From an optimization exercise on the open Yosys and OpenROAD flow, aimed at a short achievable clock period and few clock cycles; shortcuts taken in it are not production practice.
In this exercise RTL edits were held to simulation tests only and were not proved equivalent to the original.
Power is estimated from default activity; no workload was simulated.

===== design/flow/config.mk =====
export PLATFORM = sky130hd
export DESIGN_NAME = cpu
export DESIGN_NICKNAME = cpu
export VERILOG_FILES = /design/flow/design.v
export SDC_FILE = /design/flow/constraint.sdc
export NUM_CORES = 4
export LEC_CHECK = 0
export CAP_MARGIN = 20
export CORE_MARGIN = 2
export CORE_UTILIZATION = 40
export SLEW_MARGIN = 20

===== design/flow/constraint.sdc =====
create_clock -name core_clock -period 7.0 [get_ports {clk}]
set_input_delay 1.4000 -clock core_clock [delete_from_list [all_inputs] [get_ports {clk}]]
set_output_delay 1.4000 -clock core_clock [all_outputs]
set_load 0.01 [all_outputs]

===== design/flow/design.v =====
`timescale 1ns / 1ps
module two_to_one_multiplexer
#(parameter width = 16)
(
    input logic [width - 1:0] one,
    input logic [width - 1:0] two,
    input logic sel,
    output logic [width - 1:0] q
    );
    assign q = sel ? two : one;
endmodule
`timescale 1ns / 1ps
module three_to_one_multiplexer(
        input logic [1:0] sel,
        input logic [15:0] one,
        input logic [15:0] two,
        input logic [15:0] three,
        output logic [15:0] q
    );
    always_comb 
    begin
        case(sel)
            2'b00 : q = one;
            2'b01 : q = two;
            2'b10 : q = three;
            default : q = 0;
          endcase            
    end
endmodule
`timescale 1ns / 1ps
module four_to_one(
        input logic [15:0] one,
        input logic [15:0] two,
        input logic [15:0] three,
        input logic [15:0] four,
        input logic [1:0] sel,
        output logic [15:0] q
    );
    always_comb
    begin
    q = 0;
    if(sel == 2'b00) q = one;
    else if(sel == 2'b01) q = two;
    else if(sel == 2'b10) q = three;
    else if(sel == 2'b11) q = four;
    end
endmodule
`timescale 1ns / 1ps
module tristate_mux(
      input logic gate_pc,
      input logic gate_mar,
      input logic gate_mdr,
      input logic gate_alu,
      input logic [15:0] pc,
      input logic [15:0] mar,
      input logic [15:0] mdr,
      input logic [15:0] alu,
      output logic [15:0] q
    );
    always_comb
    begin   
    if(gate_pc == 1) q = pc;
    else if(gate_mdr == 1) q = mdr;
    else if(gate_mar == 1) q = mar;
    else if(gate_alu == 1) q = alu;
    else 
        q = 16'hx;
    end
endmodule
`timescale 1ns / 1ps
module ALU(
      input logic [1:0] aluk,
      input logic [15:0] one,
      input logic [15:0] two,
      output logic [15:0] q
    );
    always_comb
    begin
    q = 0;
    if(aluk==2'b00) q = one + two;
    else if(aluk==2'b01) q = one & two;
    else if(aluk==2'b10) q = ~one;
    else if(aluk==2'b11) q = one;
    end
endmodule
`timescale 1ns / 1ps
module ben(
        input logic [15:0] bus,
        input logic [15:0] ir,
        input logic        ld_cc,
        input logic        clk,
        input logic        reset,
        output logic       branch
    );
    logic n,z,p;
    logic N,Z,P;
    always_ff @(posedge clk)
     begin
        if(reset)
        begin
            n <= 1'b0;
            z <= 1'b0;
            p <= 1'b0;        
        end
        if(ld_cc) 
        begin
            n <= N;       
            z <= Z;      
            p <= P; 
        end
    end
    always_comb
    begin
         N = 1'b0;
         Z = 1'b0;
         P = 1'b0;
         if(bus[15] == 1'b1) 
         begin
            N = 1'b1;
            Z = 1'b0;
            P = 1'b0;
         end   
         else if (bus == 16'h0000) 
         begin
            N = 1'b0;
            Z = 1'b1;
            P = 1'b0;     
         end
         else if ((bus[15] == 1'b0) & (bus != 16'b0)) 
         begin
            N = 1'b0;
            Z = 1'b0;
            P = 1'b1; 
         end
    end
   assign branch = ((ir[11] & n) | (ir[10] & z) | (ir[9] & p)); 
endmodule
module load_reg #(
    parameter DATA_WIDTH = 1  
) (
	input  logic	    		  clk, 
	input  logic	    		  reset, 
	input  logic	    		  load,
	input  logic [DATA_WIDTH-1:0] data_i,  
	output logic [DATA_WIDTH-1:0] data_q
);
	logic [DATA_WIDTH-1:0] data_d;
	always_comb
	begin
		if (load) begin
			data_d = data_i;
		end else begin
			data_d = data_q;
		end
	end
	always_ff @(posedge clk)
	begin
			if(reset) begin  
				data_q <= '0;
			end else begin
				data_q <= data_d;
			end
	end
endmodule
`timescale 1ns / 1ps
module register(
      input logic [15:0] din,
      input logic [2:0] dr,
      input logic ld_reg,
      input logic [2:0] sr1,
      input logic [2:0] sr2,
      input logic       clk,
      input logic       reset,      
      output logic [15:0] sr1_out,
      output logic [15:0] sr2_out
    );
    logic [15:0] r00, r11, r22, r33, r44, r55, r66, r77;    
    logic ld_r0, ld_r1, ld_r2, ld_r3, ld_r4, ld_r5, ld_r6, ld_r7;
    always_comb 
    begin
    ld_r0 = 0;
    ld_r1 = 0;
    ld_r2 = 0;
    ld_r3 = 0;
    ld_r4 = 0;
    ld_r5 = 0;
    ld_r6 = 0;
    ld_r7 = 0;
    if(ld_reg)
        begin
        if(dr == 3'b000) ld_r0 = 1;
        else if(dr == 3'b001) ld_r1 = 1;
        else if(dr == 3'b010) ld_r2 = 1;
        else if(dr == 3'b011) ld_r3 = 1;
        else if(dr == 3'b100) ld_r4 = 1;
        else if(dr == 3'b101) ld_r5 = 1;
        else if(dr == 3'b110) ld_r6 = 1;
        else if(dr == 3'b111) ld_r7 = 1;
        end
    end
    always_comb 
    begin
        unique case(sr1)
            3'b000: sr1_out = r00;
            3'b001: sr1_out = r11;
            3'b010: sr1_out = r22;
            3'b011: sr1_out = r33;
            3'b100: sr1_out = r44;
            3'b101: sr1_out = r55;
            3'b110: sr1_out = r66;
            3'b111: sr1_out = r77;
        endcase
    end
    always_comb 
    begin
        unique case(sr2)
            3'b000: sr2_out = r00;
            3'b001: sr2_out = r11;
            3'b010: sr2_out = r22;
            3'b011: sr2_out = r33;
            3'b100: sr2_out = r44;
            3'b101: sr2_out = r55;
            3'b110: sr2_out = r66;
            3'b111: sr2_out = r77;
        endcase
    end
    load_reg #(.DATA_WIDTH(16)) r0 (
    .clk(clk),
    .reset(reset),
    .load(ld_r0),
    .data_i(din),
    .data_q(r00)
    );  
    load_reg #(.DATA_WIDTH(16)) r1 (
    .clk(clk),
    .reset(reset),
    .load(ld_r1),
    .data_i(din),
    .data_q(r11)
    );
    load_reg #(.DATA_WIDTH(16)) r2 (
    .clk(clk),
    .reset(reset),
    .load(ld_r2),
    .data_i(din),
    .data_q(r22)
    );
    load_reg #(.DATA_WIDTH(16)) r3 (
    .clk(clk),
    .reset(reset),
    .load(ld_r3),
    .data_i(din),
    .data_q(r33)
    );
load_reg #(.DATA_WIDTH(16)) r4 (
    .clk(clk),
    .reset(reset),
    .load(ld_r4),
    .data_i(din),
    .data_q(r44)
    );
load_reg #(.DATA_WIDTH(16)) r5 (
    .clk(clk),
    .reset(reset),
    .load(ld_r5),
    .data_i(din),
    .data_q(r55)
    );
load_reg #(.DATA_WIDTH(16)) r6 (
    .clk(clk),
    .reset(reset),
    .load(ld_r6),
    .data_i(din),
    .data_q(r66)
    );
load_reg #(.DATA_WIDTH(16)) r7 (
    .clk(clk),
    .reset(reset),
    .load(ld_r7),
    .data_i(din),
    .data_q(r77)
    );
endmodule
module control (
	input logic			clk, 
	input logic			reset,
	input logic  [15:0]	ir,
	input logic			ben,
	input logic 		continue_i,
	input logic 		run_i,
	output logic		ld_mar,
	output logic		ld_mdr,
	output logic		ld_ir,
	output logic		ld_pc,
	output logic        ld_led,
	output logic		gate_pc,
	output logic		gate_mdr,
	output logic        gate_alu,
	output logic        gate_marmux,
	output logic        ld_reg,
	output logic        mio_en,
	output logic [1:0]  aluk,
	output logic        sr2_mux,
    output logic        sr1_mux,
    output logic        ld_cc,
	output logic        dr_mux,
	output logic [1:0]	pc_mux,
	output logic        addr1_mux,
	output logic [1:0]  addr2_mux,
	output logic		mem_mem_ena,  
	output logic		mem_wr_ena   
);
	enum logic [4:0] {
		halted, 
		pause_ir1,
		pause_ir2, 
		s_18, 
		s_33_1,
		s_33_2,
		s_33_3,
		s_35,
		s_32,
		s_1,
		s_5,
		s_9,
		s_6,
		s_27,
		s_7,
		s_23,
		s_16_1,
		s_16_2,
		s_16_3,
		s_0,
		s_22,
		s_12,
		s_4,
		s_21,
		s_25_1,
		s_25_2,
		s_25_3
	} state, state_nxt;    
	always_ff @ (posedge clk)
	begin
		if (reset) 
			state <= halted;
		else 
			state <= state_nxt;
	end
	always_comb
	begin 
		ld_mar = 1'b0;
		ld_mdr = 1'b0;
		ld_ir = 1'b0;
		ld_pc = 1'b0;
		ld_led = 1'b0;
		ld_reg = 0;
		aluk =  0;
		addr1_mux = 0;
		addr2_mux = 0;
		mio_en = 1'b0;
		gate_pc = 1'b0;
		gate_mdr = 1'b0;
		gate_marmux = 1'b0;
		gate_alu = 1'b0;
		sr2_mux = 1'b0;
		sr1_mux = 1'b0;
		dr_mux = 0;
		pc_mux = 2'b10;
		mem_mem_ena = 1'b0;
		mem_wr_ena = 1'b0;
		ld_cc = 1'b0;
		case (state)
			halted: ; 
			s_18 : 
				begin 
					gate_pc = 1'b1;
					ld_mar = 1'b1;
					pc_mux = 2'b10;
					ld_pc = 1'b1;
				end
			s_33_1, s_33_2, s_33_3 :  
				begin
					mem_mem_ena = 1'b1;
					ld_mdr = 1'b1;
				end
			s_35 : 
				begin 
					gate_mdr = 1'b1;
					ld_ir = 1'b1;
				end
			pause_ir1: ld_led = 1'b1; 
			pause_ir2: ld_led = 1'b1;
			s_32 :;
			s_1:
			   begin
			       ld_reg = 1'b1;
			       gate_alu=1'b1;
			       aluk = 2'b00;
			       dr_mux = 1'b0;
			       ld_cc = 1'b1;
			       sr1_mux = 1;
			       sr2_mux = ir[5];
			   end
			s_5:
			   begin
			       ld_reg = 1'b1;
			       gate_alu=1'b1;
			       aluk = 2'b01;
			       dr_mux = 1'b0;
			       ld_cc = 1'b1;
			       sr1_mux = 1;
			       sr2_mux = ir[5];
			   end
			s_9:
			   begin
			       ld_reg = 1'b1;
			       gate_alu=1'b1;
			       aluk = 2'b10;
			       dr_mux = 1'b0;
			       ld_cc = 1'b1;
			       sr1_mux = 1;
			       sr2_mux = ir[5];
			   end
			s_0: ;
			s_12:
			   begin
			       aluk = 2'b11;
			       gate_alu = 1'b1;
			       pc_mux = 2'b00;
			       ld_pc = 1'b1;
			       sr1_mux = 1;
			   end
			 s_4:
			    begin
			        ld_reg = 1'b1;
			        gate_pc = 1'b1;
			        dr_mux = 1'b1;
			    end
			 s_21:
			    begin
			        ld_pc = 1'b1;
			        pc_mux = 2'b01;
			        addr1_mux = 1'b1;
			        addr2_mux = 2'b00;
			    end
			 s_6, s_7:
			     begin
			         sr1_mux = 1'b1;
			         addr1_mux = 1'b0;
			         addr2_mux = 2'b10;
			         gate_marmux = 1'b1;
			         ld_mar = 1'b1;
			     end
			 s_25_1, s_25_2, s_25_3:
			     begin
			         mem_mem_ena = 1'b1;
			         ld_mdr = 1'b1;			     
			     end
			 s_27:
			     begin
			         gate_mdr = 1'b1;
			         dr_mux = 1'b0;
			         ld_reg = 1'b1;
			         ld_cc = 1'b1;
			     end
			 s_23:
			     begin
			         sr1_mux = 1'b0;
			         aluk = 2'b11;
			         gate_alu = 1'b1;
			         ld_mdr=1'b1;
			     end
			 s_16_1, s_16_2, s_16_3:
			     begin
			         mem_wr_ena = 1'b1;
			         mem_mem_ena = 1;
			     end
			  s_22:
			  begin
			     addr1_mux = 1;
			     addr2_mux = 2'b01;
			     pc_mux = 2'b01;
			     ld_pc = 1;
			  end
			default : ;
		endcase
	end 
	always_comb
	begin
		state_nxt = state;
		unique case (state)
			halted : 
				if (run_i) 
					state_nxt = s_18;
			s_18 : 
				state_nxt = s_33_1;  
			s_33_1 :                  
				state_nxt = s_33_2;    
			s_33_2 :
				state_nxt = s_33_3;
			s_33_3 : 
				state_nxt = s_35;
			s_35 : 
				state_nxt = s_32;
			pause_ir1 : 
				if (continue_i) 
					state_nxt = pause_ir2;
			pause_ir2 : 
				if (~continue_i)
					state_nxt = s_18;
			s_32:
			   if(ir[15:12] == 4'b0001)
			         state_nxt = s_1;
			   else if(ir[15:12] == 4'b0101)
			         state_nxt = s_5;
			   else if(ir[15:12] == 4'b1001)
			         state_nxt = s_9;
			   else if(ir[15:12] == 4'b0000)
			         state_nxt = s_0;
			   else if(ir[15:12] == 4'b1100)
			         state_nxt = s_12;
			   else if(ir[15:12] == 4'b0100)
			         state_nxt = s_4;
			   else if(ir[15:12] == 4'b0110)
			         state_nxt = s_6;
			   else if(ir[15:12] == 4'b0111)
			         state_nxt = s_7;
			   else if(ir[15:12] == 4'b1101)
			         state_nxt = pause_ir1;
		  s_1:
		      state_nxt = s_18;
		  s_5:
		      state_nxt = s_18;
		  s_9:
		      state_nxt = s_18;
		  s_6:
		      state_nxt = s_25_1;
		  s_25_1:
		      state_nxt = s_25_2;
		  s_25_2:
		      state_nxt = s_25_3;
		  s_25_3:
		      state_nxt = s_27;
		  s_27:
		      state_nxt = s_18;
		  s_7:
		      state_nxt = s_23;
		  s_23:
		      state_nxt = s_16_1;
		  s_16_1:
		      state_nxt = s_16_2;
		  s_16_2:
		      state_nxt = s_16_3;
		  s_16_3:
		      state_nxt = s_18;
		  s_0:
		      if(ben)
		          state_nxt = s_22;
		      else
		          state_nxt = s_18;
		  s_22:
		      state_nxt = s_18;
		  s_12:
		      state_nxt = s_18;
		  s_4:
		      state_nxt = s_21;
		  s_21:
		      state_nxt = s_18;
			default :;
		endcase
	end
endmodule
module cpu (
    input   logic        clk,
    input   logic        reset,
    input   logic        run_i,
    input   logic        continue_i,
    output  logic [15:0] hex_display_debug,
    output  logic [15:0] led_o,
    output  logic        paused_o,
    input   logic [15:0] mem_rdata,
    output  logic [15:0] mem_wdata,
    output  logic [15:0] mem_addr,
    output  logic        mem_mem_ena,
    output  logic        mem_wr_ena
);
logic ld_mar; 
logic ld_mdr; 
logic ld_ir; 
logic ld_pc; 
logic ld_led;
logic gate_pc;
logic gate_mdr;
logic gate_marmux;
logic gate_alu;
logic [1:0] pc_mux;
logic [15:0] mar; 
logic [15:0] mdr;
logic [15:0] ir;
logic [15:0] pc;
logic [15:0] alu;
logic ben;
logic [15:0] bus;
logic [15:0] pcin;
logic [1:0] addr2_mux;
logic addr1_mux;
logic [15:0] addr_input1;
logic [15:0] addr_input2;
logic [15:0] sr1_out;
logic [15:0] sr2_out;
logic ld_reg;
logic [15:0] mdr_in;
assign mem_addr = mar;
assign mem_wdata = mdr;
control cpu_control (
    .*
);
assign led_o = ir;
assign paused_o = ld_led;
assign hex_display_debug = ir;
load_reg #(.DATA_WIDTH(16)) ir_reg (
    .clk    (clk),
    .reset  (reset),
    .load   (ld_ir),
    .data_i (bus),
    .data_q (ir)
);
load_reg #(.DATA_WIDTH(16)) pc_reg (
    .clk(clk),
    .reset(reset),
    .load(ld_pc),
    .data_i(pcin),
    .data_q(pc)
);
load_reg #(.DATA_WIDTH(16)) mdr_reg (
    .clk(clk),
    .reset(reset),
    .load(ld_mdr),
    .data_i(mdr_in),
    .data_q(mdr)
);
load_reg #(.DATA_WIDTH(16)) mar_reg (
    .clk(clk),
    .reset(reset),
    .load(ld_mar),
    .data_i(bus),
    .data_q(mar)
);
tristate_mux mux(
    .gate_pc(gate_pc),
    .gate_mar(gate_marmux),
    .gate_mdr(gate_mdr),
    .gate_alu(gate_alu),
    .pc(pc),
    .mar(addr_input1+addr_input2),
    .mdr(mdr),
    .alu(alu),
    .q(bus)
);
three_to_one_multiplexer PC_MUX(
    .sel(pc_mux),
    .one(bus),
    .two(addr_input1+addr_input2),
    .three(pc+ 16'h0001),
    .q(pcin)
);
four_to_one addr2mux(
    .one({{5{ir[10]}}, ir[10:0]}),
    .two({{7{ir[8]}} ,ir[8:0]}),
    .three({{10{ir[5]}},ir[5:0]}),
    .four(16'h0000),
    .sel(addr2_mux),
    .q(addr_input1)
);
two_to_one_multiplexer addr1mux(
    .one(sr1_out),
    .two(pc),
    .sel(addr1_mux),
    .q(addr_input2)
);
logic [2:0] dr;
logic dr_mux;
two_to_one_multiplexer #(3) DR_mux(
    .one(ir[11:9]),
    .two(3'b111),
    .sel(dr_mux),
    .q(dr)
);
logic [2:0] sr1;
logic sr1_mux;
two_to_one_multiplexer #(3) SR1_mux(
    .one(ir[11:9]),
    .two(ir[8:6]),
    .sel(sr1_mux),
    .q(sr1)
);
logic [15:0] alu_inputB;
logic sr2_mux;
two_to_one_multiplexer SR2_mux(
    .one(sr2_out),
    .two({{11{ir[4]}},ir[4:0]}),
    .sel(sr2_mux),
    .q(alu_inputB)
);
logic [1:0] aluk;
ALU ALU(
    .one(sr1_out),
    .two(alu_inputB),
    .aluk(aluk),
    .q(alu)
);
logic ld_cc;
ben BRANCH(
    .bus(bus),
    .ir(ir),
    .ld_cc(ld_cc),
    .clk(clk),
    .reset(reset),
    .branch(ben)
);
logic mio_en;
two_to_one_multiplexer mdr_mux(
    .one(bus),
    .two(mem_rdata),
    .sel(mem_mem_ena),
    .q(mdr_in)
);
logic [2:0] sr2;
assign sr2 = ir[2:0];
register REGISTER(
    .din(bus),
    .dr(dr),
    .ld_reg(ld_reg),
    .sr1(sr1),
    .sr2(sr2),
    .clk(clk),
    .reset(reset),
    .sr1_out(sr1_out),
    .sr2_out(sr2_out)
);
endmodule

===== design/flow/run.sh =====
#!/bin/bash
# synth_recipe.tcl (not shown) runs the flow's synth.tcl, then flattens the netlist and writes it again
# the make line also repeats each setting of config.mk as NAME=value (left out here)
make -C /OpenROAD-flow-scripts/flow DESIGN_CONFIG=/design/flow/config.mk WORK_HOME=/design/flow/orfs CLKGATE_MAP_FILE= SYNTH_SCRIPT=/design/flow/synth_recipe.tcl finish

==> run summary, run 1 <==
Run status:
- The flow ran to the end and the layout has no timing, DRC or antenna violations.

Routing:
- The number of design rule violations left after detail routing is 0.
- The DRC marker count from the first detailed-route iteration is 2,146.
- The routed wire length is 62,500 um.
- The count of nets left with antenna violations once routing finished came out at 0.
- The first TritonRoute pass finished after 6 iterations.
- The routed length per instance is 27.0 um.
- The total via count after detailed routing is 14,600.
- Dividing the detail-routed via count by the number of cells gives 6.32.

Worst setup path:
- For the worst setup path, the data required time is 7.20 ns.
- The source of the worst register-to-register timing path is cpu_control.state[2]$_SDFFE_PP0P_.
- The type of the worst setup path is reg -> reg.
- In this run the worst path has a maximum fanout of 21.
- The category of the worst setup path capture point is a flip-flop.
- The worst register-to-register path has a setup slack of 0.31 ns.
- The signal arrival time at the worst endpoint is 6.90 ns.
- The type of element launching the critical path is a flip-flop.
- The endpoint of the worst register-to-register path is BRANCH.z$_SDFFCE_PP0P_.
- For the worst flop-to-flop path, the logic depth is 22.

Clock tree:
- The post-cts gate resize count is 0.
- The clock root buffer is sky130_fd_sc_hd__clkbuf_16.
- The clock transition at the register clock pins on the worst setup and hold paths after CTS is 0.08 ns.
- The total CTS buffers is 17.
- The CTS tree is done.
- The clock net sink count is 200.
- The H-tree generated during clock tree synthesis spans 4 levels.
- The clock insertion delay at the later pin of the skew report is 0.47 ns.
- Once the clock tree was built, the setup fixing pass inserted 0 buffers.
- In this run, post-CTS hold repair placed 0 buffers.
- In this run the deepest clock path goes through 2 buffers.

Timing:
- The portion of the clock cycle consumed by the worst path in the final layout is 0.956.
- The number of pins exceeding their max-slew limit in the final report is 0.
- The number of endpoints failing setup at the final stage is 0.
- Setup repair after global routing left no endpoint under its margin.
- Setup total negative slack on the finished layout was measured at 0 ns.
- The worst-case clock skew is 0.0114 ns.
- The maximum clock frequency is 149 MHz.
- In this run the tightest slew margin relative to its limit is 0.266.
- The slew of the pin with the lowest slew margin is 1.10 ns.
- The post-route minimum period is 6.69 ns.
- Once routing completed, OpenROAD measured the worst setup slack at 0.306 ns.
- The hold violation total from the final report is 0.

Worst hold path:
- The class of the tightest hold or removal check is reg -> reg.
- The critical hold path startpoint is REGISTER.r4.data_q[5]$_SDFFE_PP0P_.
- The count of cells along the worst hold path is 2.
- The endpoint of the worst hold path is REGISTER.r4.data_q[5]$_SDFFE_PP0P_.

Yosys:
- Yosys printed 8 warnings.
- The adder-cell share of the synthesized area is 0.0326.
- The synthesized netlist contains 92 unique library cells.
- Each instance of the synthesized netlist takes up on average 7.31 um2.
- By area, the combinational part of the netlist is dominated by compound AO/OA/AOI/OAI gates.
- Of the post-synthesis cell area, the part taken by muxes is 0.0480.
- For this run, asynchronously set or reset flops after synthesis account for 0.
- The most repeated cell in the gate-level netlist after synthesis is sky130_fd_sc_hd__nand2_1.
- Of the post-synthesis cell area, the dominant cell type holds 0.292.
- The fraction of the mapped netlist area in compound gates is 0.298.
- The synthesized design contains 3 enable-type register cells.
- The sequential area share after synthesis is 0.299.
- By area the synthesized netlist is led by sky130_fd_sc_hd__dfxtp_1 29%, sky130_fd_sc_hd__nand2_1 7.6%, sky130_fd_sc_hd__a21oi_1 6.8%, sky130_fd_sc_hd__nor2_1 6.6%, sky130_fd_sc_hd__a211oi_1 4.8%.
- Synthesis produced 1,845 cells.
- The simple-gate share of the synthesized area is 0.232.
- The synthesized design spends more area on one cell type than any other, namely sky130_fd_sc_hd__dfxtp_1.
- The post-synthesis cell area is 13,500 um2.
- Of the total synthesized cell area, the portion taken by XOR and XNOR cells is 0.0276.
- The flip-flop and latch count after synthesis is 200.
- The synthesized net count is 1,899.
- The predominant post-synthesis flop cell is sky130_fd_sc_hd__dfxtp_1.
- The commonest cells after synthesis are 274 x sky130_fd_sc_hd__nand2_1, 238 x sky130_fd_sc_hd__nor2_1, 197 x sky130_fd_sc_hd__dfxtp_1, 184 x sky130_fd_sc_hd__a21oi_1, 132 x sky130_fd_sc_hd__clkbuf_1.

Power:
- Across the VDD grid, the largest voltage drop is 0.000204 V.
- The analysis attributes to cell leakage a power of 0.00546 uW.
- The power density relative to cell area is 302 nW/um2.

Finish:
- The final net count is 1,906.
- The finished cells cover 15,400 um2.
- In the final layout, the share of cells above drive strength 1 is 0.0890.
- The layout overhead on the synthesized area is 14.2%.
- The count of placed standard cells in the final layout, fillers left out is 2,314.

Die:
- Measured along the x axis, the die boundary spans 188 um.
- The effective utilization at floorplan is 0.404.
- The die height is 188 um.
- The core region is 33,400 um2.
- The placement row count is 67.
- The area enclosed by the die boundary is 35,200 um2.
- The count of boundary I/O pins is 87.

Place:
- Timing analysis after detailed placement gives a worst setup slack of 0.349 ns.
- The instance count after placement with tap cells included is 2,281.
- The count of input and output buffers is 86.
- The routability congestion estimate is 1.06.
- The final HPWL from detailed placement is 45,400 um.
- The area of placed instances is 14,800 um2.

Global routing:
- For this run, the total global-route usage over all layers was measured as 0.352.
- The initial antenna violation count is 0.
- The first global-routing pass estimated 91,900 um of wire.
- Entering global routing, the biggest net connects 86 pins.
- The number of global-route vias before repair is 13,500.
- The final global-route overflow total is 0.

Run:
- The number of max-cap violations is 0.
==> area by class of cell <==
class | instances | area, um2
Clock inverter | 12 | 129
Antenna cell | 1 | 2.50
Clock buffer | 20 | 447
Multi-Input combinational cell | 1442 | 8710
Timing Repair Buffer | 155 | 1380
Tap cell | 448 | 561
Sequential cell | 200 | 4040
Fill cell | 3443 | 18000
Inverter | 36 | 135
==> cell families (layout without fill, tap and decap cells) <==
| group | count (synthesis) | in the layout |
|---|---|---|
| xor gates and xnor gates | 41 | 41 |
| and+or+nand+nor | 706 | 706 |
| AOI/OAI and AO/OA | 607 | 607 |
| muxes | 54 | 54 |
| other | 0 | 1 |
| buffers and inverters | 203 | 223 |
| adders and majority gates | 34 | 34 |
| DFF | 200 | 200 |
==> metrics by stage <==
stage	hold WS [ns]	power (uW)	util
floorplan	0.436	2640	-
global placement	0.445	3560	0.443
detailed placement	0.450	3560	0.443
CTS	0.461	4590	0.461
global route	0.493	4840	0.462
finish	0.460	4650	0.462
==> placed cells by master (no fill, tap or decap), types with 10 or more instances in the layout <==
cell type	count
sky130_fd_sc_hd__nand4_1	13
sky130_fd_sc_hd__inv_1	34
sky130_fd_sc_hd__buf_4	69
sky130_fd_sc_hd__nor2_1	238
sky130_fd_sc_hd__a221oi_1	28
sky130_fd_sc_hd__mux2i_1	41
sky130_fd_sc_hd__o211ai_1	10
sky130_fd_sc_hd__a311oi_1	13
sky130_fd_sc_hd__nand2b_1	18
sky130_fd_sc_hd__nor3_1	43
sky130_fd_sc_hd__and2_1	11
sky130_fd_sc_hd__xnor2_1	23
sky130_fd_sc_hd__o21ai_0	109
sky130_fd_sc_hd__clkdlybuf4s50_1	85
sky130_fd_sc_hd__a21o_1	16
sky130_fd_sc_hd__clkbuf_16	17
sky130_fd_sc_hd__xor2_1	17
sky130_fd_sc_hd__ha_1	32
sky130_fd_sc_hd__dfxtp_1	194
sky130_fd_sc_hd__and3_1	18
sky130_fd_sc_hd__or3_1	10
sky130_fd_sc_hd__a211oi_1	82
sky130_fd_sc_hd__o21a_1	13
sky130_fd_sc_hd__nand3_1	36
sky130_fd_sc_hd__o22ai_1	13
sky130_fd_sc_hd__nand2_1	273
sky130_fd_sc_hd__a21oi_1	183
==> report_power, final <==
part | switching [uW] | internal [uW]
sequential | 158 | 1240
clock | 515 | 513
combinational | 1490 | 727
==> routing by layer <==
layer / global-route usage / share of wire
met1: 0.463 / 0.41
met5: 0 / 0
met2: 0.564 / 0.45
met3: 0.0584 / 0.083
met4: 0.164 / 0.048
==> sequential cells by signal (all words and copies together), names as in the netlist <==
register / cells
REGISTER.r4.data_q: 16
mar_reg.data_q: 16
REGISTER.r5.data_q: 16
mdr_reg.data_q: 16
REGISTER.r6.data_q: 16
BRANCH.z: 1
cpu_control.state: 5
REGISTER.r0.data_q: 16
REGISTER.r2.data_q: 16
ir_reg.data_q: 16
REGISTER.r1.data_q: 16
BRANCH.n: 1
pc_reg.data_q: 16
REGISTER.r7.data_q: 16
BRANCH.p: 1
REGISTER.r3.data_q: 16
==> critical path, stage by stage (launching register included) <==
cell and delay, ns:
sky130_fd_sc_hd__dfxtp_1 0.36, sky130_fd_sc_hd__buf_4 0.22, sky130_fd_sc_hd__nor2_2 0.28, sky130_fd_sc_hd__nor2_8 0.12, sky130_fd_sc_hd__nor3_1 0.60, sky130_fd_sc_hd__nor2_1 0.28, sky130_fd_sc_hd__buf_4 0.27, sky130_fd_sc_hd__a2111oi_0 0.44
sky130_fd_sc_hd__o22ai_1 0.24, sky130_fd_sc_hd__and2_1 0.25, sky130_fd_sc_hd__nand2_1 0.08, sky130_fd_sc_hd__nand2_1 0.06, sky130_fd_sc_hd__ha_1 0.21, sky130_fd_sc_hd__a2111oi_0 0.35, sky130_fd_sc_hd__o21ai_0 0.22, sky130_fd_sc_hd__a41oi_1 0.45
sky130_fd_sc_hd__o21ai_0 0.23, sky130_fd_sc_hd__a21o_1 0.22, sky130_fd_sc_hd__a21oi_1 0.27, sky130_fd_sc_hd__xnor3_1 0.36, sky130_fd_sc_hd__a22oi_1 0.35, sky130_fd_sc_hd__o21ai_1 0.28, sky130_fd_sc_hd__nor4b_2 0.25
==> how the worst max path moves through the flow <==
stage                                      startpoint                      to  slack, ns  cells after the start
floorplan           cpu_control.state[1]$_SDFFE_PP0P_  BRANCH.p$_SDFFCE_PP0P_       1.52                     21
global placement    cpu_control.state[0]$_SDFFE_PP0P_  BRANCH.z$_SDFFCE_PP0P_       0.32                     21
detailed placement  cpu_control.state[3]$_SDFFE_PP0P_  BRANCH.z$_SDFFCE_PP0P_       0.35                     21
CTS                 cpu_control.state[3]$_SDFFE_PP0P_  BRANCH.z$_SDFFCE_PP0P_       0.29                     21
global route        cpu_control.state[2]$_SDFFE_PP0P_  BRANCH.z$_SDFFCE_PP0P_       0.03                     22
finish              cpu_control.state[2]$_SDFFE_PP0P_  BRANCH.z$_SDFFCE_PP0P_       0.31                     22
Testbench counts, summed over its fixed seeds: cycles 360,808.
==> inputs of run 2 (changes only) <==
--- a/design/flow/design.v
+++ b/design/flow/design.v
@@ -584,158 +584,292 @@
     output  logic        mem_mem_ena,
     output  logic        mem_wr_ena
 );
-logic ld_mar; 
-logic ld_mdr; 
-logic ld_ir; 
-logic ld_pc; 
-logic ld_led;
-logic gate_pc;
-logic gate_mdr;
-logic gate_marmux;
-logic gate_alu;
-logic [1:0] pc_mux;
-logic [15:0] mar; 
-logic [15:0] mdr;
-logic [15:0] ir;
-logic [15:0] pc;
-logic [15:0] alu;
-logic ben;
-logic [15:0] bus;
-logic [15:0] pcin;
-logic [1:0] addr2_mux;
-logic addr1_mux;
-logic [15:0] addr_input1;
-logic [15:0] addr_input2;
-logic [15:0] sr1_out;
-logic [15:0] sr2_out;
-logic ld_reg;
-logic [15:0] mdr_in;
-assign mem_addr = mar;
-assign mem_wdata = mdr;
-control cpu_control (
-    .*
-);
-assign led_o = ir;
-assign paused_o = ld_led;
-assign hex_display_debug = ir;
-load_reg #(.DATA_WIDTH(16)) ir_reg (
-    .clk    (clk),
-    .reset  (reset),
-    .load   (ld_ir),
-    .data_i (bus),
-    .data_q (ir)
-);
-load_reg #(.DATA_WIDTH(16)) pc_reg (
-    .clk(clk),
-    .reset(reset),
-    .load(ld_pc),
-    .data_i(pcin),
-    .data_q(pc)
-);
-load_reg #(.DATA_WIDTH(16)) mdr_reg (
-    .clk(clk),
-    .reset(reset),
-    .load(ld_mdr),
-    .data_i(mdr_in),
-    .data_q(mdr)
-);
-load_reg #(.DATA_WIDTH(16)) mar_reg (
-    .clk(clk),
-    .reset(reset),
-    .load(ld_mar),
-    .data_i(bus),
-    .data_q(mar)
-);
-tristate_mux mux(
-    .gate_pc(gate_pc),
-    .gate_mar(gate_marmux),
-    .gate_mdr(gate_mdr),
-    .gate_alu(gate_alu),
-    .pc(pc),
-    .mar(addr_input1+addr_input2),
-    .mdr(mdr),
-    .alu(alu),
-    .q(bus)
-);
-three_to_one_multiplexer PC_MUX(
-    .sel(pc_mux),
-    .one(bus),
-    .two(addr_input1+addr_input2),
-    .three(pc+ 16'h0001),
-    .q(pcin)
-);
-four_to_one addr2mux(
-    .one({{5{ir[10]}}, ir[10:0]}),
-    .two({{7{ir[8]}} ,ir[8:0]}),
-    .three({{10{ir[5]}},ir[5:0]}),
-    .four(16'h0000),
-    .sel(addr2_mux),
-    .q(addr_input1)
-);
-two_to_one_multiplexer addr1mux(
-    .one(sr1_out),
-    .two(pc),
-    .sel(addr1_mux),
-    .q(addr_input2)
-);
-logic [2:0] dr;
-logic dr_mux;
-two_to_one_multiplexer #(3) DR_mux(
-    .one(ir[11:9]),
-    .two(3'b111),
-    .sel(dr_mux),
-    .q(dr)
-);
-logic [2:0] sr1;
-logic sr1_mux;
-two_to_one_multiplexer #(3) SR1_mux(
-    .one(ir[11:9]),
-    .two(ir[8:6]),
-    .sel(sr1_mux),
-    .q(sr1)
-);
-logic [15:0] alu_inputB;
-logic sr2_mux;
-two_to_one_multiplexer SR2_mux(
-    .one(sr2_out),
-    .two({{11{ir[4]}},ir[4:0]}),
-    .sel(sr2_mux),
-    .q(alu_inputB)
-);
-logic [1:0] aluk;
-ALU ALU(
-    .one(sr1_out),
-    .two(alu_inputB),
-    .aluk(aluk),
-    .q(alu)
-);
-logic ld_cc;
-ben BRANCH(
-    .bus(bus),
-    .ir(ir),
-    .ld_cc(ld_cc),
-    .clk(clk),
-    .reset(reset),
-    .branch(ben)
-);
-logic mio_en;
-two_to_one_multiplexer mdr_mux(
-    .one(bus),
-    .two(mem_rdata),
-    .sel(mem_mem_ena),
-    .q(mdr_in)
-);
-logic [2:0] sr2;
-assign sr2 = ir[2:0];
-register REGISTER(
-    .din(bus),
-    .dr(dr),
-    .ld_reg(ld_reg),
-    .sr1(sr1),
-    .sr2(sr2),
-    .clk(clk),
-    .reset(reset),
-    .sr1_out(sr1_out),
-    .sr2_out(sr2_out)
-);
+    localparam int E_IR    = 0;    
+    localparam int E_PC1   = 16;   
+    localparam int E_TGT   = 32;   
+    localparam int E_SR1   = 48;   
+    localparam int E_SR2   = 56;   
+    localparam int E_DR    = 64;   
+    localparam int E_SR1I  = 72;   
+    localparam int E_SR2I  = 75;   
+    localparam int E_DRI   = 78;   
+    localparam int E_ADD   = 81;
+    localparam int E_AND   = 82;
+    localparam int E_NOT   = 83;
+    localparam int E_BR    = 84;
+    localparam int E_JMP   = 85;
+    localparam int E_JSR   = 86;
+    localparam int E_LDR   = 87;
+    localparam int E_STR   = 88;
+    localparam int E_PSE   = 89;
+    localparam int E_USE1  = 90;
+    localparam int E_USE2  = 91;
+    localparam int E_WR    = 92;
+    localparam int E_SETCC = 93;
+    localparam int E_IMM   = 94;
+    localparam int EW      = 95;
+    function automatic logic [EW-1:0] mk_entry(input logic [15:0] w, input logic [15:0] pc1);
+        logic [EW-1:0] e;
+        logic [3:0]  op;
+        logic        fadd, fand, fnot, fbr, fjmp, fjsr, fldr, fstr, fpse;
+        logic [2:0]  s1, s2, d;
+        logic [15:0] off;
+        op   = w[15:12];
+        fadd = (op == 4'b0001);
+        fand = (op == 4'b0101);
+        fnot = (op == 4'b1001);
+        fbr  = (op == 4'b0000);
+        fjmp = (op == 4'b1100);
+        fjsr = (op == 4'b0100);
+        fldr = (op == 4'b0110);
+        fstr = (op == 4'b0111);
+        fpse = (op == 4'b1101);
+        s1   = w[8:6];
+        s2   = fstr ? w[11:9] : w[2:0];
+        d    = fjsr ? 3'd7 : w[11:9];
+        off  = fjsr ? {{5{w[10]}}, w[10:0]} : {{7{w[8]}}, w[8:0]};
+        e = '0;
+        e[E_IR  +: 16] = w;
+        e[E_PC1 +: 16] = pc1;
+        e[E_TGT +: 16] = pc1 + off;
+        e[E_SR1 +: 8]  = 8'b1 << s1;
+        e[E_SR2 +: 8]  = 8'b1 << s2;
+        e[E_DR  +: 8]  = 8'b1 << d;
+        e[E_SR1I +: 3] = s1;
+        e[E_SR2I +: 3] = s2;
+        e[E_DRI  +: 3] = d;
+        e[E_ADD]   = fadd;
+        e[E_AND]   = fand;
+        e[E_NOT]   = fnot;
+        e[E_BR]    = fbr;
+        e[E_JMP]   = fjmp;
+        e[E_JSR]   = fjsr;
+        e[E_LDR]   = fldr;
+        e[E_STR]   = fstr;
+        e[E_PSE]   = fpse;
+        e[E_USE1]  = fadd | fand | fnot | fjmp | fldr | fstr;
+        e[E_USE2]  = ((fadd | fand) & ~w[5]) | fstr;
+        e[E_WR]    = fadd | fand | fnot | fldr | fjsr;
+        e[E_SETCC] = fadd | fand | fnot | fldr;
+        e[E_IMM]   = w[5];
+        mk_entry = e;
+    endfunction
+    localparam logic [1:0] S_HALT = 2'd0, S_RUN = 2'd1, S_P1 = 2'd2, S_P2 = 2'd3;
+    logic [1:0]  run_st;
+    logic [127:0] rf;           
+    logic        cc_n, cc_z, cc_p;
+    logic [15:0] pse_ir;
+    logic [15:0] fetch_pc;      
+    logic [15:0] xpc;           
+    logic          xv;
+    logic [EW-1:0] xe;
+    logic [1:0]    qcnt;
+    logic [EW-1:0] q0, q1, q2;
+    logic        s1_v, s1_ld, s1_wreg, s1_wcc;
+    logic [2:0]  s1_dr;
+    logic [15:0] s1_pc1;
+    logic        s2_v, s2_ld, s2_wreg, s2_wcc;
+    logic [2:0]  s2_dr;
+    logic [15:0] s2_pc1;
+    logic        m_v, m_ld, m_st, m_wreg, m_wcc;
+    logic [2:0]  m_dr;
+    logic [15:0] mar, mdr;
+    logic        smc_r;
+    logic [15:0] x_ir, x_pc1, x_tgt;
+    logic [7:0]  x_sr1, x_sr2, x_droh;
+    logic [2:0]  x_sr1i, x_sr2i, x_dri;
+    logic        x_add, x_and, x_not, x_br, x_jmp, x_jsr, x_ldr, x_str, x_pse;
+    logic        x_use1, x_use2, x_wr, x_setcc, x_imm;
+    assign x_ir    = xe[E_IR  +: 16];
+    assign x_pc1   = xe[E_PC1 +: 16];
+    assign x_tgt   = xe[E_TGT +: 16];
+    assign x_sr1   = xe[E_SR1 +: 8];
+    assign x_sr2   = xe[E_SR2 +: 8];
+    assign x_droh  = xe[E_DR  +: 8];
+    assign x_sr1i  = xe[E_SR1I +: 3];
+    assign x_sr2i  = xe[E_SR2I +: 3];
+    assign x_dri   = xe[E_DRI  +: 3];
+    assign x_add   = xe[E_ADD];
+    assign x_and   = xe[E_AND];
+    assign x_not   = xe[E_NOT];
+    assign x_br    = xe[E_BR];
+    assign x_jmp   = xe[E_JMP];
+    assign x_jsr   = xe[E_JSR];
+    assign x_ldr   = xe[E_LDR];
+    assign x_str   = xe[E_STR];
+    assign x_pse   = xe[E_PSE];
+    assign x_use1  = xe[E_USE1];
+    assign x_use2  = xe[E_USE2];
+    assign x_wr    = xe[E_WR];
+    assign x_setcc = xe[E_SETCC];
+    assign x_imm   = xe[E_IMM];
+    logic [15:0] opa, opb_reg, opb, sum, alu_res, wres, agen;
+    always_comb begin
+        opa = '0;
+        opb_reg = '0;
+        for (int i = 0; i < 8; i++) begin
+            opa     = opa     | ({16{x_sr1[i]}} & rf[i*16 +: 16]);
+            opb_reg = opb_reg | ({16{x_sr2[i]}} & rf[i*16 +: 16]);
+        end
+    end
+    assign opb  = x_imm ? {{11{x_ir[4]}}, x_ir[4:0]} : opb_reg;
+    assign sum  = opa + opb;
+    assign alu_res = x_add ? sum : (x_and ? (opa & opb) : ~opa);
+    assign wres = x_jsr ? x_pc1 : alu_res;
+    assign agen = opa + {{10{x_ir[5]}}, x_ir[5:0]};
+    logic cond;
+    assign cond = (x_ir[11] & cc_n) | (x_ir[10] & cc_z) | (x_ir[9] & cc_p);
+    logic pm, p1, p2, raw, cch, hazard;
+    assign pm = m_v & m_ld;
+    assign p1 = s1_v & s1_ld;
+    assign p2 = s2_v & s2_ld;
+    assign raw = (pm & m_wreg  & ((x_use1 & (m_dr  == x_sr1i)) | (x_use2 & (m_dr  == x_sr2i))))
+               | (p1 & s1_wreg & ((x_use1 & (s1_dr == x_sr1i)) | (x_use2 & (s1_dr == x_sr2i))))
+               | (p2 & s2_wreg & ((x_use1 & (s2_dr == x_sr1i)) | (x_use2 & (s2_dr == x_sr2i))));
+    assign cch = x_br & ((pm & m_wcc) | (p1 & s1_wcc) | (p2 & s2_wcc));
+    assign hazard = raw | cch;
+    logic x_fire, x_redir, redir;
+    logic [15:0] raddr;
+    assign x_fire  = xv & (run_st == S_RUN) & ~(m_v & m_st) & ~smc_r & ~hazard;
+    assign x_redir = x_fire & ((x_br & cond) | x_jmp | x_jsr);
+    assign redir   = smc_r | x_redir;
+    assign raddr   = smc_r ? xpc : (x_jmp ? opa : x_tgt);
+    logic kill_cc;
+    assign kill_cc = x_fire & x_setcc;
+    function automatic logic kill_reg(input logic [2:0] d);
+        kill_reg = x_fire & x_wr & (x_dri == d);
+    endfunction
+    logic [2:0]  occ;
+    logic        room, can_issue;
+    logic [15:0] issue_addr, issue_pc1;
+    assign occ = {2'b0, xv} + {1'b0, qcnt} + {2'b0, s1_v & ~s1_ld} + {2'b0, s2_v & ~s2_ld};
+    assign room = (occ <= 3'd3);
+    assign can_issue = ~m_v & ((run_st != S_HALT) | run_i) & (redir | room);
+    assign issue_addr = redir ? raddr : fetch_pc;
+    assign issue_pc1  = issue_addr + 16'd1;
+    assign mem_addr    = m_v ? mar : issue_addr;
+    assign mem_mem_ena = 1'b1;
+    assign mem_wr_ena  = m_v & m_st;
+    assign mem_wdata   = mdr;
+    logic          arr_fetch;
+    logic [EW-1:0] arr_e;
+    assign arr_fetch = s2_v & ~s2_ld & ~redir;
+    assign arr_e = mk_entry(mem_rdata, s2_pc1);
+    logic ld_we, ld_cc;
+    assign ld_we = p2 & s2_wreg & ~kill_reg(s2_dr);
+    assign ld_cc = p2 & s2_wcc & ~kill_cc;
+    logic [15:0] mar1;
+    logic        hit;
+    assign mar1 = mar + 16'd1;
+    assign hit = m_v & m_st & (
+                   (xv & (x_pc1 == mar1))
+                 | ((qcnt > 2'd0) & (q0[E_PC1 +: 16] == mar1))
+                 | ((qcnt > 2'd1) & (q1[E_PC1 +: 16] == mar1))
+                 | ((qcnt > 2'd2) & (q2[E_PC1 +: 16] == mar1))
+                 | (s1_v & ~s1_ld & (s1_pc1 == mar1))
+                 | (s2_v & ~s2_ld & (s2_pc1 == mar1)));
+    assign paused_o = (run_st == S_P1) | (run_st == S_P2);
+    assign led_o = pse_ir;
+    assign hex_display_debug = pse_ir;
+    always_ff @(posedge clk) begin
+        if (reset) begin
+            run_st   <= S_HALT;
+            rf       <= '0;
+            cc_n     <= 1'b0;
+            cc_z     <= 1'b0;
+            cc_p     <= 1'b0;
+            pse_ir   <= '0;
+            fetch_pc <= '0;
+            xpc      <= '0;
+            xv       <= 1'b0;
+            qcnt     <= '0;
+            s1_v     <= 1'b0;
+            s2_v     <= 1'b0;
+            m_v      <= 1'b0;
+            m_ld     <= 1'b0;
+            m_st     <= 1'b0;
+            smc_r    <= 1'b0;
+        end else begin
+            case (run_st)
+                S_HALT: if (run_i) run_st <= S_RUN;
+                S_RUN:  if (x_fire & x_pse) run_st <= S_P1;
+                S_P1:   if (continue_i) run_st <= S_P2;
+                S_P2:   if (~continue_i) run_st <= S_RUN;
+            endcase
+            if (x_fire & x_pse) pse_ir <= x_ir;
+            for (int i = 0; i < 8; i++) begin
+                if (ld_we & (s2_dr == i[2:0])) rf[i*16 +: 16] <= mem_rdata;
+                if (x_fire & x_wr & ~x_ldr & x_droh[i]) rf[i*16 +: 16] <= wres;
+            end
+            if (ld_cc) begin
+                cc_n <= mem_rdata[15];
+                cc_z <= (mem_rdata == 16'h0);
+                cc_p <= ~mem_rdata[15] & (mem_rdata != 16'h0);
+            end
+            if (x_fire & x_setcc & ~x_ldr) begin
+                cc_n <= alu_res[15];
+                cc_z <= (alu_res == 16'h0);
+                cc_p <= ~alu_res[15] & (alu_res != 16'h0);
+            end
+            if (x_fire) xpc <= x_redir ? raddr : x_pc1;
+            m_v    <= x_fire & (x_ldr | x_str);
+            m_ld   <= x_fire & x_ldr;
+            m_st   <= x_fire & x_str;
+            mar    <= agen;
+            mdr    <= opb_reg;
+            m_dr   <= x_dri;
+            m_wreg <= 1'b1;
+            m_wcc  <= 1'b1;
+            smc_r <= hit;
+            if (can_issue)  fetch_pc <= issue_pc1;
+            else if (redir) fetch_pc <= raddr;
+            if (m_v) begin
+                s1_v    <= m_ld;
+                s1_ld   <= 1'b1;
+                s1_dr   <= m_dr;
+                s1_wreg <= m_wreg & ~kill_reg(m_dr);
+                s1_wcc  <= m_wcc & ~kill_cc;
+            end else begin
+                s1_v    <= can_issue;
+                s1_ld   <= 1'b0;
+                s1_pc1  <= issue_pc1;
+            end
+            s2_v    <= s1_v & ~(redir & ~s1_ld);
+            s2_ld   <= s1_ld;
+            s2_dr   <= s1_dr;
+            s2_pc1  <= s1_pc1;
+            s2_wreg <= s1_wreg & ~kill_reg(s1_dr);
+            s2_wcc  <= s1_wcc & ~kill_cc;
+            if (redir) begin
+                xv   <= 1'b0;
+                qcnt <= '0;
+            end else if (~xv | x_fire) begin
+                if (qcnt != 2'd0) begin
+                    xe <= q0;
+                    xv <= 1'b1;
+                    q0 <= q1;
+                    q1 <= q2;
+                    if (arr_fetch) begin
+                        case (qcnt)
+                            2'd1: q0 <= arr_e;
+                            2'd2: q1 <= arr_e;
+                            default: q2 <= arr_e;
+                        endcase
+                    end else begin
+                        qcnt <= qcnt - 2'd1;
+                    end
+                end else begin
+                    xv <= arr_fetch;
+                    if (arr_fetch) xe <= arr_e;
+                end
+            end else if (arr_fetch) begin
+                case (qcnt)
+                    2'd0: q0 <= arr_e;
+                    2'd1: q1 <= arr_e;
+                    default: q2 <= arr_e;
+                endcase
+                qcnt <= qcnt + 2'd1;
+            end
+        end
+    end
 endmodule
==> run summary, run 2 <==
Run status:
- The run finished with no timing, DRC or antenna violations.

Power:
- The worst IR drop on VDD is 0.000286 V (+40%).
- The power density relative to cell area is 385 nW/um2 (+27%).
- The leakage power was 0.0140 uW (+160%).

Global routing:
- The global-route wire length before repair was 166,000 um (+81%).
- The global router's overall resource usage is 0.255 (-0.0969).
- The final global-route overflow total is 0 (unchanged).
- The pin count of the biggest net entering global routing was 91 (+5.8%).
- The initial antenna violation count is 3 (+3).
- The number of global-route vias before repair is 24,900 (+85%).

Clock tree:
- The number of hold-repair buffers added at the cts stage is 0 (unchanged).
- The post-cts gate resize count came to 0 (unchanged).
- TritonCTS built the clock tree.
- The number of levels in the clock H-tree is 3 (-1).
- The maximum clock insertion buffer count is 3 (+1).
- The clock insertion delay at the later pin of the skew report is 0.63 ns (+0.16 ns).
- The total CTS buffers was 73 (+56).
- The clock transition at the register clock pins on the worst setup and hold paths after CTS is 0.06 ns (-0.02 ns).
- In this run the clock root is driven by a sky130_fd_sc_hd__clkbuf_16.
- The clock net sink count is 641 (+220%).
- The number of post-CTS setup repair buffers is 0 (unchanged).

Timing:
- The hold violation total from the final report was 0 (unchanged).
- Setup repair after global routing left no endpoint under its margin.
- The number of pins exceeding their max-slew limit in the final report is 0 (unchanged).
- The max-slew headroom at the worst pin came to 0.257 (-0.00945).
- The post-route minimum period is 5.77 ns (-0.921 ns).
- The post-route worst hold slack is 0.468 ns (+0.00804 ns).
- The portion of the clock cycle consumed by the worst path in the final layout is 0.825 (-0.132).
- The slew of the pin with the lowest slew margin is 1.10 ns (+0.00251 ns).
- The maximum clock frequency is 173 MHz (+16%).
- The number of endpoints failing setup at the final stage is 0 (unchanged).
- The setup TNS came to 0 ns (unchanged).
- The worst-case clock skew is 0.0206 ns (+0.00920 ns).

Die:
- The placement row count is 106 (+58%).
- The core footprint is 83,800 um2 (+150%).
- The effective utilization at floorplan was 0.405 (about the same).
- The count of boundary I/O pins is 87 (unchanged).
- The die height is 295 um (+57%).
- The die width is 295 um (+57%).
- The area enclosed by the die boundary is 87,100 um2 (+150%).

Worst setup path:
- The type of the worst setup path is reg -> out.
- The required arrival time at the worst endpoint is 5.60 ns (-1.60 ns).
- The maximum net fanout on the critical path is 16 (-24%).
- STA classifies the critical path endpoint as a primary output.
- The signal arrival time at the worst endpoint is 4.37 ns (-2.53 ns).
- The type of element launching the critical path is a flip-flop.

Routing:
- The via density per instance came to 5.94 (-6.0%).
- The routed length per instance is 24.7 um (-8.7%).
- The total met2 wirelength after detailed routing is 47,300 um (+67%).
- The DRC marker count from the first detailed-route iteration is 3,515 (+64%).
- The routed wire length is 112,000 um (+80%).
- The length of routed met3 wiring is 11,300 um (+120%).
- The number of iterations in the first detailed-routing pass is 6 (unchanged).
- The number of design rule violations left after detail routing came to 0 (unchanged).
- The uppermost layer routed is met5.
- The total via count after detailed routing is 27,100 (+85%).
- The number of routed nets with antenna violations came to 0 (unchanged).
- The met1 layer wirelength in the final routing is 50,000 um (+93%).

Yosys:
- The flip-flop and latch count after synthesis came to 641 (+220%).
- The post-synthesis cell area came to 33,900 um2 (+150%).
- Among all flip-flop cells after synthesis, the most frequent one is sky130_fd_sc_hd__edfxtp_1.
- The combinational family with the most area after synthesis is compound AO/OA/AOI/OAI gates.
- The share of synthesized area spent on multiplexers is 0.0798 (+0.0318).
- The synthesized net count is 3,457 (+82%).
- The most area-hungry cell type in the Yosys netlist is sky130_fd_sc_hd__edfxtp_1.
- The average footprint of a synthesized cell is 10.1 um2 (+38%).
- The number of flops mapped to enable cells by yosys was 451 (+448).
- The number of standard cells after synthesis came to 3,373 (+83%).
- The sequential area share after synthesis is 0.511 (+0.212).
- The adder-cell share of the synthesized area is 0.0247 (-0.00793).
- The share of Yosys cell area claimed by the top area cell type is 0.399 (+0.107).
- The simple-gate share of the synthesized area was 0.144 (-0.0887).
- The share of flip-flops with an asynchronous set or reset after synthesis is 0 (unchanged).
- The xor-xnor portion of the synthesized cell area is 0.0477 (+0.0201).
- The most repeated cell in the gate-level netlist after synthesis is sky130_fd_sc_hd__edfxtp_1.
- In the post-synthesis netlist, the biggest area contributors are sky130_fd_sc_hd__edfxtp_1 40%, sky130_fd_sc_hd__dfxtp_1 11%, sky130_fd_sc_hd__nand2_1 4.5%, sky130_fd_sc_hd__nor2_1 4.2%, sky130_fd_sc_hd__mux2i_1 3.9%.
- The distinct cell type count of the synthesized netlist is 79 (-14%).
- The fraction of the mapped netlist area in compound gates is 0.151 (-0.147).
- The Yosys warning count was 1 (-7).
- By count the netlist is led by 451 x sky130_fd_sc_hd__edfxtp_1, 408 x sky130_fd_sc_hd__nand2_1, 376 x sky130_fd_sc_hd__nor2_1, 207 x sky130_fd_sc_hd__clkbuf_1, 190 x sky130_fd_sc_hd__dfxtp_1.

Run:
- The number of max-cap violations is 0 (unchanged).

Finish:
- More flip-flops sit in one register than any other, and that register is rf.
- The share of final-layout standard cells stronger than drive strength 1 is 0.109 (+0.0196).
- The footprint of the flip-flops and latches was 17,300 um2 (+330%).
- Leaving out fill and tap cells, the most frequent cell in the layout is sky130_fd_sc_hd__edfxtp_1.
- The flip-flop count of the largest register after layout is 128.
- The multi-input gate area in the final layout was 15,300 um2 (+76%).
- The layout overhead on the synthesized area is 13.3%.
- The final-layout fill cell count is 7,895 (+130%).
- The final net count is 3,451 (+81%).
- The library cells used most frequently in the layout, excluding fill and tap cells, are 451 x sky130_fd_sc_hd__edfxtp_1, 399 x sky130_fd_sc_hd__nand2_1, 375 x sky130_fd_sc_hd__nor2_1.

Place:
- The routability congestion estimate is 0.976 (-8.2%).
- The count of input and output buffers came to 85 (-1.2%).
- The final HPWL from detailed placement is 74,400 um (+64%).

Worst hold path:
- The tightest min-delay check is of the reg -> reg type.
-- run 2: cell count changes in the layout (fill, tap and decap cells not counted), moves of 58 or more --
cell	previous run	this run
sky130_fd_sc_hd__mux2i_1	41	131
sky130_fd_sc_hd__xnor2_1	23	104
sky130_fd_sc_hd__nand2_1	273	399
sky130_fd_sc_hd__nand3_1	36	97
sky130_fd_sc_hd__mux2_2	5	116
sky130_fd_sc_hd__a22oi_1	8	126
sky130_fd_sc_hd__edfxtp_1	3	451
sky130_fd_sc_hd__nor2_1	238	375
sky130_fd_sc_hd__clkbuf_16	17	75
-- run 2: cell families (layout without fill, tap and decap cells) --
logic type,Yosys count,in the layout
other,1,2
buffers and inverters,349,401
flip-flops,641,641
AO/OA/AOI/OAI,783,783
multiplexers,255,255
AND/OR/NAND/NOR,1100,1100
XOR/XNOR,180,180
adder cells (fa/ha/maj),64,64
-- run 2: through the flow --
step	instance area, um2	instances	utilization	power [uW]	setup slack [ns]
after floorplan	33900	3373	-	8970	0.568
after global placement	36000	4425	0.429	10800	2.01
after detailed placement	36000	4426	0.430	10800	1.92
after CTS	38400	4559	0.458	14800	1.28
after global routing	38400	4559	0.459	15400	1.03
final	38400	4560	0.459	14800	1.23
-- run 2: critical path: stages (launching register included) --
cell and delay [ns]:
sky130_fd_sc_hd__edfxtp_1 1.02, sky130_fd_sc_hd__a22oi_1 0.21, sky130_fd_sc_hd__nand4_1 0.44, sky130_fd_sc_hd__mux2i_1 0.14, sky130_fd_sc_hd__o21ai_0 0.72, sky130_fd_sc_hd__mux2i_1 0.30
sky130_fd_sc_hd__o21ai_0 0.32, sky130_fd_sc_hd__clkdlybuf4s50_1 0.59
-- run 2: cell type report --
cell class / count / area share
Tap cell: 1134 / 0.0369
Inverter: 89 / 0.00872
Multi-Input combinational cell: 2383 / 0.398
Clock inverter: 30 / 0.00898
Antenna cell: 1 / 0.0000651
Timing Repair Buffer: 179 / 0.0417
Clock buffer: 103 / 0.0540
Sequential cell: 641 / 0.451
-- run 2: path summary, 6_finish.rpt --
check | to | slack, ns | depth (start not counted) | start
worst max-delay path | mem_addr[3] | 1.23 | 7 | xe[49]$_DFFE_PP_
worst min-delay path | pse_ir[15]$_SDFFE_PP0P_ | 0.47 | 2 | pse_ir[15]$_SDFFE_PP0P_
worst max register to register | rf[14]$_SDFFE_PP0P_ | 1.92 | 15 | xe[58]$_DFFE_PP_
worst min register to register | pse_ir[15]$_SDFFE_PP0P_ | 0.47 | 2 | pse_ir[15]$_SDFFE_PP0P_
-- run 2: where the power goes --
group          total [uW]  leakage, uW  internal (uW)  switching [uW]
sequential           5980      0.00576           5270             712
clock                3940      0.00120           2300            1630
combinational        4880      0.00704           1720            3160
total               14800       0.0140           9290            5510
-- run 2: metal layers --
metal | track usage | up-vias
met4 | 0.0947 | 2
met2 | 0.366 | 1413
met3 | 0.0541 | 227
met1 | 0.375 | 13100
li1 | - | 12400
met5 | 0 | -
Testbench counts of run 2, summed over its fixed seeds: cycles 72,004.

==> separate check: timing with driven ports <==
The results above use ideal ports. As a check the final layouts listed here were re-extracted and re-timed, cells and wires unchanged. Step 1 (the two cells are an assumption about what drives the block):
set clk [get_ports {clk}]
set_driving_cell -lib_cell sky130_fd_sc_hd__clkbuf_16 $clk
set_driving_cell -lib_cell sky130_fd_sc_hd__buf_2 [delete_from_list [all_inputs] $clk]
Step 2, shift: input delay + t, output delay - t, t = (earliest + latest rising clock arrival at the registers) / 2. This alone moves slack from input paths to output paths. a / b / c = no drivers / after step 1 / after step 2; a / b = the first two.
run | t, ns | slack for setup (ns) | hold slack, ns | worst data-port slew with drivers (ns) | pins driven straight from the clock port
run 1 | 0.521 | 0.306 / 0.306 / 0.306 | 0.460 / 0.460 / 0.460 | 0.06 | 1
run 2 | 0.691 | 1.227 / 1.159 / 1.850 | 0.468 / 0.468 / 0.468 | 0.05 | 1
After both steps setup and hold are still met in every run listed.
